Context: an optimization exercise on an open-source flow, tuned for small area. The choices shown serve that exercise and are no tape-out recipe. Only simulation tests tie the RTL to the original design; equivalence was not proved. Power and IR drop assume default switching activity.

Design filter, start of the top module:
module filter(
input                       clk,                          
input                       rst,                          
input                       fclk,                         
input[15:0]                rd_left_data,
input[15:0]                rd_right_data,
output[31:0]               tx_left_data,
output[31:0]               tx_right_data,
input[3:0]                 gain_one,
input[3:0]                 gain_two,
input[3:0]                 gain_thr,
input[3:0]                 gain_fou,
input[3:0]                 gain_fiv,
input[3:0]                 gain_six,
input[3:0]                 gain_sev
    );
integer i;
wire [15:0] in_l = rd_left_data;
wire [15:0] in_r = rd_right_data;
wire strobe = fclk & ~rst;
reg  [4:0] ph;           
reg        pend;         
reg        busy;         
reg  [2:0] band;         
reg        fin;          
reg        xact;         
reg        dval;         
wire ph0  = (ph == 5'd0);
wire ph21 = (ph == 5'd21);
wire start = (strobe | pend) & ph21;
wire lastpass = busy & (band == 3'd5) & ph21;
always @(posedge clk)
  if (rst) begin
    ph <= 5'd0; pend <= 1'b0; busy <= 1'b0; band <= 3'd0; fin <= 1'b0; xact <= 1'b0; dval <= 1'b0;
  end else begin
    ph <= ph21 ? 5'd0 : ph + 5'd1;
    pend <= (pend | strobe) & ~start;
    fin <= lastpass;
    if (start) begin
      busy <= 1'b1; band <= 3'd0;
    end else if (busy & ph21) begin
      band <= band + 3'd1;
      if (band == 3'd5) busy <= 1'b0;
    end
    if (lastpass) xact <= 1'b1;
    else if (ph21) xact <= 1'b0;
    if (dload) dval <= 1'b1;
    else if (ph == 5'd17) dval <= 1'b0;
  end
wire a_splice = xact;
wire b_bypass = lastpass | (xact & (ph <= 5'd19));
wire b_insert = xact & (ph == 5'd20);
wire dload = (busy & ph0 & (band != 3'd0)) | fin;
wire dstep = (ph >= 5'd1) & (ph <= 5'd12);
  ...
export LEC_CHECK = 0
export CAP_MARGIN = 10
export CORE_MARGIN = 2
export CORE_UTILIZATION = 55
export PLACE_DENSITY = 0.65
export SLEW_MARGIN = 10
export SYNTH_HIERARCHICAL = 1
create_clock -name core_clock -period 100.0 [get_ports {clk}]
standard.sh (not shown) runs the stock make flow with config.mk's settings and CLKGATE_MAP_FILE= SYNTH_SCRIPT=/design/flow/synth_recipe.tcl, a recipe that flattens the netlist after the stock synthesis.
==> flow/flow/run.sh <==
#!/bin/bash
# Own layout flow: the standard ORFS flow (standard.sh, which runs the
# standard synthesis unchanged), with these changes to how the layout is made:
#  - the buffers that synthesis (abc) inserted are removed at floorplan
#    (REMOVE_ABC_BUFFERS), and every cell is swapped to the smallest cell of its
#    family (flow/downsize.tcl); placement's repair_design then re-buffers and
#    re-sizes where slew, capacitance or fanout need it;
#  - ports are buffered with the smallest buffer cell;
#  - clock tree synthesis uses clkbuf_4 with larger sink clusters and no dummy loads.
# ORFS keeps each step's full log in orfs/logs/; this script's output goes to run.log.
set -euo pipefail
exec > >(tee -a run.log) 2>&1
here=$(pwd)
export REMOVE_ABC_BUFFERS=1
export POST_FLOORPLAN_TCL="$here/flow/post_floorplan.tcl"
export BUFFER_PORTS_ARGS="-buffer_cell sky130_fd_sc_hd__buf_1"
export CTS_ARGS="-sink_clustering_enable -repair_clock_nets -dont_use_dummy_load -buf_list sky130_fd_sc_hd__clkbuf_4 -sink_clustering_size 10 -sink_clustering_max_diameter 40"
bash standard.sh
==> flow/flow/downsize.tcl <==
# Swap every standard cell to the smallest cell of its family (same function, same
# footprint name in the library), then let repair_design fix slew/cap/fanout.
proc my_downsize {} {
  set fam {}
  foreach lc [get_lib_cells sky130_fd_sc_hd__*] {
    set n [get_name $lc]
    if {![regexp {^(sky130_fd_sc_hd__[a-z0-9]+)_([0-9]+)$} $n -> base drv]} { continue }
    if {[get_property $lc dont_use]} { continue }
    set a [get_property $lc area]
    if {![dict exists $fam $base] || $a < [lindex [dict get $fam $base] 1]} { dict set fam $base [list $n $a] }
  }
  set cnt 0; set saved 0.0
  foreach inst [get_cells *] {
    set m [get_property $inst ref_name]
    if {![regexp {^(sky130_fd_sc_hd__[a-z0-9]+)_([0-9]+)$} $m -> base drv]} { continue }
    if {[string match "*tap*" $base] || [string match "*clkbuf*" $base] || [string match "*clkinv*" $base] || [string match "*conb*" $base]} { continue }
    if {![dict exists $fam $base]} { continue }
    lassign [dict get $fam $base] small sa
    if {$small ne $m} {
      set oa [get_property [get_lib_cells */$m] area]
      if {$sa < $oa} {
        replace_cell $inst $small
        incr cnt; set saved [expr $saved + $oa - $sa]
      }
    }
  }
  puts "my_downsize: swapped $cnt cells, saved $saved um2"
}
==> flow/flow/post_floorplan.tcl <==
# Sourced by ORFS at the end of the floorplan step (POST_FLOORPLAN_TCL).
source [file join [file dirname [info script]] downsize.tcl]
my_downsize
==> next run, changes <==
--- a/flow/design.v
+++ b/flow/design.v
@@ -18,43 +18,43 @@
 wire [15:0] in_l = rd_left_data;
 wire [15:0] in_r = rd_right_data;
 wire strobe = fclk & ~rst;
 reg  [4:0] ph;           
 reg        pend;         
 reg        busy;         
 reg  [2:0] band;         
 reg        fin;          
-reg        xact;         
+reg  [1:0] xl;           
 reg        dval;         
 wire ph0  = (ph == 5'd0);
 wire ph21 = (ph == 5'd21);
 wire start = (strobe | pend) & ph21;
 wire lastpass = busy & (band == 3'd5) & ph21;
 always @(posedge clk)
   if (rst) begin
-    ph <= 5'd0; pend <= 1'b0; busy <= 1'b0; band <= 3'd0; fin <= 1'b0; xact <= 1'b0; dval <= 1'b0;
+    ph <= 5'd0; pend <= 1'b0; busy <= 1'b0; band <= 3'd0; fin <= 1'b0; xl <= 2'd0; dval <= 1'b0;
   end else begin
-    ph <= ph21 ? 5'd0 : ph + 5'd1;
+    if (~(xl == 2'd3)) ph <= ph21 ? 5'd0 : ph + 5'd1;
     pend <= (pend | strobe) & ~start;
     fin <= lastpass;
     if (start) begin
       busy <= 1'b1; band <= 3'd0;
     end else if (busy & ph21) begin
       band <= band + 3'd1;
       if (band == 3'd5) busy <= 1'b0;
     end
-    if (lastpass) xact <= 1'b1;
-    else if (ph21) xact <= 1'b0;
+    if (lastpass) xl <= 2'd1;
+    else if ((xl != 2'd0) & ph21) xl <= xl + 2'd1;
+    else if ((xl == 2'd3) & ph0) xl <= 2'd0;
     if (dload) dval <= 1'b1;
     else if (ph == 5'd17) dval <= 1'b0;
   end
-wire a_splice = xact;
-wire b_bypass = lastpass | (xact & (ph <= 5'd19));
-wire b_insert = xact & (ph == 5'd20);
+wire a_splice = (xl != 2'd0);
+wire b_insert = lastpass;
 wire dload = (busy & ph0 & (band != 3'd0)) | fin;
 wire dstep = (ph >= 5'd1) & (ph <= 5'd12);
 wire dcorr = dval & (ph == 5'd13);
 reg  [3:0] gdiv;         
 always @(*)
   case (band)
     3'd1: gdiv = gain_one;
     3'd2: gdiv = gain_thr;
@@ -230,17 +230,17 @@
 reg  [15:0] rb_l [0:21];    
 reg  [15:0] y_l;            
 always @(posedge clk) begin
   for (i = 1; i < 22; i = i + 1) begin
     ra_l[i] <= ra_l[i-1];
     rb_l[i] <= rb_l[i-1];
   end
   ra_l[0] <= a_splice ? y_l : ra_l[21];
-  rb_l[0] <= b_insert ? ra_l[20] : (b_bypass ? rb_l[20] : rb_l[21]);
+  rb_l[0] <= b_insert ? ra_l[21] : rb_l[21];
   if (strobe)        y_l <= in_l;
   else if (a_splice) y_l <= ra_l[21];
 end
 wire [15:0] av_l = (ph == 5'd0) ? y_l : ra_l[0];
 wire [15:0] bv_l = rb_l[0];
 wire pa_l_s0, pa_l_c0;
 fa pa_l_fa0 (.a(av_l[0]), .b(bv_l[0]), .c(1'b0), .s(pa_l_s0), .co(pa_l_c0));
 wire pa_l_s1, pa_l_c1;
@@ -343,17 +343,17 @@
 reg  [15:0] rb_r [0:21];    
 reg  [15:0] y_r;            
 always @(posedge clk) begin
   for (i = 1; i < 22; i = i + 1) begin
     ra_r[i] <= ra_r[i-1];
     rb_r[i] <= rb_r[i-1];
   end
   ra_r[0] <= a_splice ? y_r : ra_r[21];
-  rb_r[0] <= b_insert ? ra_r[20] : (b_bypass ? rb_r[20] : rb_r[21]);
+  rb_r[0] <= b_insert ? ra_r[21] : rb_r[21];
   if (strobe)        y_r <= in_r;
   else if (a_splice) y_r <= ra_r[21];
 end
 wire [15:0] av_r = (ph == 5'd0) ? y_r : ra_r[0];
 wire [15:0] bv_r = rb_r[0];
 wire pa_r_s0, pa_r_c0;
 fa pa_r_fa0 (.a(av_r[0]), .b(bv_r[0]), .c(1'b0), .s(pa_r_s0), .co(pa_r_c0));
 wire pa_r_s1, pa_r_c1;
=>
- The new run completed with no timing, DRC or antenna violations
- worst setup slack improves by 0.046 ns
- clock power stays flat
- via count rose by 1.6%
- total power rose by 1.1%
- maximum frequency stays flat
- sequential power rose by about 1%

-- re-timing with driven ports --
In the flow no input, the clock included, has a driving cell. The finished layouts below were timed again as built, in two steps. Step 1: set_driving_cell puts a clkbuf_16 on clk and a buf_2 on each other input, an assumption about the parent block. Step 2 times the ports against the registers' clock, not the clock port: input delays grow and output delays shrink by t, the midpoint of the rising clock arrivals with the driver on. a / b / c = ideal / step 1 / step 2; a / b = the first two.
| run | t (ns) | slack for setup (ns) | worst slew at a driven data input, ns |
|---|---|---|---|
| the first run | 1.103 | 71.137 / 71.178 / 70.074 | 0.04 |
| the second run | 1.107 | 71.183 / 71.221 / 70.113 | 0.04 |
After both steps setup and hold are still met in every run listed. The setup slack of the second run, which loses most, moves by +0.038 ns with the drivers and by -1.070 ns with both steps.
